Background: an optimization exercise with open tools, aiming at small area, a short achievable clock period and few clock cycles per item. Do not read the settings as production practice.

// boron_enc
module boron_enc (
    input  clk, rst, start, input [63:0] plain_text, input [79:0] master_key,
    output reg done, output [63:0] cipher_text
);
==> module boron_enc, before the edit <==
module boron_enc (
    input  clk, rst, start, input [63:0] plain_text, input [79:0] master_key,
    output reg done, output [63:0] cipher_text
);
    localparam R = 2;
    localparam [4:0] LAST = 25 - R;      
    reg        busy;
    reg [4:0]  c;            
    reg [63:0] x;
    reg [79:0] k;
    wire [63:0] y  [0:R];
    wire [79:0] kk [0:R];
    wire [63:0] sp [0:R-1];
    assign y[0]  = x;
    assign kk[0] = k;
    genvar t;
    generate
        for (t = 0; t < R; t = t + 1) begin : rnd
            wire [63:0] s_in;
            wire [79:0] k_in;
            wire [4:0]  rc;
            if (t == R - 1) begin : entry
                assign k_in = busy ? kk[t] : master_key;
                assign s_in = t == 0 ? (busy ? x : plain_text ^ master_key[63:0])
                                     : ((busy ? sp[t-1] : plain_text) ^ k_in[63:0]);
                assign rc   = busy ? c + t : 5'd0;
            end else begin : mid
                assign k_in = kk[t];
                assign s_in = t == 0 ? x : (sp[t-1] ^ k_in[63:0]);
                assign rc   = c + t;
            end
            add_round_key ark(.i_ark_msg(s_in), .i_ark_key(64'd0), .o_ark_cipher(sp[t]));
            key_scheduler ks(.clk(clk), .rst(rst), .round_counter(rc + 5'd1), .i_ks_oldkey(k_in), .o_ks_newkey(kk[t+1]));
        end
    endgenerate
    always @(posedge clk) begin
        x <= sp[R-1] ^ kk[R][63:0];
        k <= kk[R];
        c <= busy ? c + R : 5'd1;
    end
    always @(posedge clk) begin
        if (!rst) begin
            busy <= 1'b0;
            done <= 1'b0;
        end else begin
            done <= busy && c == LAST;
            if (!busy)
                busy <= start;
            else if (c == LAST)
                busy <= 1'b0;
        end
    end
    assign cipher_text = x;
endmodule
Settings: LEC_CHECK=0, CAP_MARGIN=20, CORE_MARGIN=2, CORE_UTILIZATION=40, SLEW_MARGIN=20; clock period 5.0 ns.
run.sh (not shown) runs the stock make flow with config.mk's settings and CLKGATE_MAP_FILE= SYNTH_SCRIPT=/design/flow/synth_recipe.tcl, a recipe that flattens the netlist after the stock synthesis.
Next try:
--- a/flow/design.v
+++ b/flow/design.v
@@ -74,13 +74,13 @@
     assign o_ks_newkey = {level_sbox[79:64], xor_rc, level_sbox[58:0]};
 endmodule
 module boron_enc (
     input  clk, rst, start, input [63:0] plain_text, input [79:0] master_key,
     output reg done, output [63:0] cipher_text
 );
-    localparam R = 2;
+    localparam R = 3;
     localparam [4:0] LAST = 25 - R;      
     reg        busy;
     reg [4:0]  c;            
     reg [63:0] x;
     reg [79:0] k;
     wire [63:0] y  [0:R];
Outcome: The new run produced a clean layout; setup slack got worse by 0.95 ns; routed wire length went up by well over a third; cell area grows by a quarter to a third; final cell count rose by well over a third; non-clock buffer count goes up by 74; hold slack gets better by 0.051 ns; clock skew barely changes; sequential share of layout area goes down by 4.6 points.
Function was not checked in any run of this note: the RTL went through the layout flow alone.

* * *

Setup of lane 1:
The RTL this note starts from:
==> flow/design.v <==
module s_box (
    input [3:0] i_sb, output reg [3:0] o_sb
);
    always @(*)
        case (i_sb)
            4'h0: o_sb = 4'hE; 4'h1: o_sb = 4'h4; 4'h2: o_sb = 4'hB; 4'h3: o_sb = 4'h1;
            4'h4: o_sb = 4'h7; 4'h5: o_sb = 4'h9; 4'h6: o_sb = 4'hC; 4'h7: o_sb = 4'hA;
            4'h8: o_sb = 4'hD; 4'h9: o_sb = 4'h2; 4'hA: o_sb = 4'h0; 4'hB: o_sb = 4'hF;
            4'hC: o_sb = 4'h8; 4'hD: o_sb = 4'h5; 4'hE: o_sb = 4'h3; default: o_sb = 4'h6;
        endcase
endmodule
module block_shuffle (
    input [15:0] i_bs, output [15:0] o_bs
);
    assign o_bs = {i_bs[7:4], i_bs[3:0], i_bs[15:12], i_bs[11:8]};
endmodule
module round_permutation #(
    parameter [5:0] shift = 5'b0000,
    parameter [7:0] data_length = 8'd16
)(
    input [data_length - 1:0] i_rp,  output [data_length - 1:0] o_rp
); 
assign o_rp = (i_rp << shift) | (i_rp >> (data_length - shift));
endmodule
module XOR_layer (
    input [63:0] i_xor, output [63:0] o_xor
);
    assign o_xor = {(i_xor[63:48]^i_xor[47:32]^i_xor[15:0]), (i_xor[47:32]^i_xor[15:0]),(i_xor[63:48]^i_xor[31:16]), (i_xor[63:48]^i_xor[31:16]^i_xor[15:0])};
endmodule
module permutation_layer (
    input [63:0] i_pl, output [63:0] o_pl
);
    wire [63:0] bs2rp;
    wire [63:0] rp2xor;
    genvar i;
    generate
        for (i = 0; i < 4; i = i +1 ) begin
            block_shuffle bs(.i_bs(i_pl[(16*i + 15):16*i]), .o_bs(bs2rp[(16*i + 15):16*i]));
        end
    endgenerate
            round_permutation #(.shift(1), .data_length(16)) rp0(.i_rp(bs2rp[(16*0 + 15):16*0]), .o_rp(rp2xor[15:0]));
            round_permutation #(.shift(4), .data_length(16)) rp1(.i_rp(bs2rp[(16*1 + 15):16*1]), .o_rp(rp2xor[(16 + 15):16*1]));
            round_permutation #(.shift(7), .data_length(16)) rp2(.i_rp(bs2rp[(16*2 + 15):16*2]), .o_rp(rp2xor[(16*2 + 15):16*2]));
            round_permutation #(.shift(9), .data_length(16)) rp3(.i_rp(bs2rp[(16*3 + 15):16*3]), .o_rp(rp2xor[(16*3 + 15):16*3]));
    XOR_layer xl(.i_xor(rp2xor), .o_xor(o_pl));
endmodule
module add_round_key (
    input [63:0] i_ark_msg, input [63:0] i_ark_key,
    output [63:0] o_ark_cipher
);
    wire [63:0] xor_msg_key;
    wire [63:0] sb2pl;
    assign xor_msg_key = i_ark_key ^ i_ark_msg;
    genvar j;
    generate    
    for(j=0; j < 16; j = j + 1) begin
            s_box sb(.i_sb(xor_msg_key[(4*j + 3):4*j]), .o_sb(sb2pl[(4*j + 3):4*j]));
        end
    endgenerate
    permutation_layer pl(.i_pl(sb2pl), .o_pl(o_ark_cipher));
endmodule
module key_scheduler (
    input clk, rst, input [4:0] round_counter, input [79:0] i_ks_oldkey, output [79:0] o_ks_newkey 
);
    wire [79:0] level_shift;
    wire [79:0] level_sbox;
    wire [4:0] xor_rc;
    round_permutation #(.shift(13), .data_length(80)) rp (.i_rp(i_ks_oldkey), .o_rp(level_shift));
    s_box sb(.i_sb(level_shift[3:0]), .o_sb(level_sbox[3:0]));
    assign level_sbox[79:4] = level_shift[79:4];
    assign xor_rc = level_sbox[63:59]^(round_counter -1);
    assign o_ks_newkey = {level_sbox[79:64], xor_rc, level_sbox[58:0]};
endmodule
module boron_enc (
    input  clk, rst, start, input [63:0] plain_text, input [79:0] master_key,
    output reg done, output [63:0] cipher_text
);
    localparam R = 3;
    localparam [4:0] LAST = 25 - R;      
    reg        busy;
    reg [4:0]  c;            
    reg [63:0] x;
    reg [79:0] k;
    wire [63:0] y  [0:R];
    wire [79:0] kk [0:R];
    wire [63:0] sp [0:R-1];
    assign y[0]  = x;
    assign kk[0] = k;
    genvar t;
    generate
        for (t = 0; t < R; t = t + 1) begin : rnd
            wire [63:0] s_in;
            wire [79:0] k_in;
            wire [4:0]  rc;
            if (t == R - 1) begin : entry
                assign k_in = busy ? kk[t] : master_key;
                assign s_in = t == 0 ? (busy ? x : plain_text ^ master_key[63:0])
                                     : ((busy ? sp[t-1] : plain_text) ^ k_in[63:0]);
                assign rc   = busy ? c + t : 5'd0;
            end else begin : mid
                assign k_in = kk[t];
                assign s_in = t == 0 ? x : (sp[t-1] ^ k_in[63:0]);
                assign rc   = c + t;
            end
            add_round_key ark(.i_ark_msg(s_in), .i_ark_key(64'd0), .o_ark_cipher(sp[t]));
            key_scheduler ks(.clk(clk), .rst(rst), .round_counter(rc + 5'd1), .i_ks_oldkey(k_in), .o_ks_newkey(kk[t+1]));
        end
    endgenerate
    always @(posedge clk) begin
        x <= sp[R-1] ^ kk[R][63:0];
        k <= kk[R];
        c <= busy ? c + R : 5'd1;
    end
    always @(posedge clk) begin
        if (!rst) begin
            busy <= 1'b0;
            done <= 1'b0;
        end else begin
            done <= busy && c == LAST;
            if (!busy)
                busy <= start;
            else if (c == LAST)
                busy <= 1'b0;
        end
    end
    assign cipher_text = x;
endmodule
clock: 5.0 ns
lec_check: 0
cap_margin: 20
core_margin: 2
core_utilization: 40
slew_margin: 20
--- input diff lane 1..lane 2 ---
--- a/flow/design.v
+++ b/flow/design.v
@@ -73,11 +73,11 @@
 endmodule
 module boron_enc (
     input  clk, rst, start, input [63:0] plain_text, input [79:0] master_key,
     output reg done, output [63:0] cipher_text
 );
-    localparam R = 3;
+    localparam R = 2;
     localparam [4:0] LAST = 25 - R;      
     reg        busy;
     reg [4:0]  c;            
     reg [63:0] x;
     reg [79:0] k;
--- outcome ---
The final layout from lane 2, which completed every stage, passed the timing, DRC and antenna checks at the end of the flow. Relative to lane 1, headroom to the max-slew limit has gone down in lane 2. Going from lane 1 to lane 2, number of non-clock buffers now smaller, placeable core region now smaller.
No run of this note included a check of the RTL's function; only the layout flow was run.

-- port drivers added, routing unchanged --
The results above use ideal ports. As a check the final layouts listed here were re-extracted and re-timed, cells and wires unchanged.
Step 1, drivers: a clkbuf_16 drives clk and a buf_2 each remaining input, both assumed.
Step 2 moves the port delays by t, midway between the first and last clock arrival at a register: inputs arrive t later, outputs are due t later. That takes back most of the time a late clock gives input paths.
Three values: no drivers, after step 1, after step 2; two values: the first two.
run	t (ns)	setup slack, ns	pins driven straight from the clock port
the first run of note 1	0.489	1.072 / 1.072 / 0.984	1
the second run of note 1	0.507	0.127 / 0.127 / 0.127	1
lane 1	0.631	0.084 / 0.084 / 0.084	1
lane 2	0.587	0.445 / 0.445 / 0.273	1
After both steps setup and hold are still met in every run listed. For lane 2, which loses most, drivers alone change the setup slack by 0.000 ns; drivers and shift together by -0.172 ns.
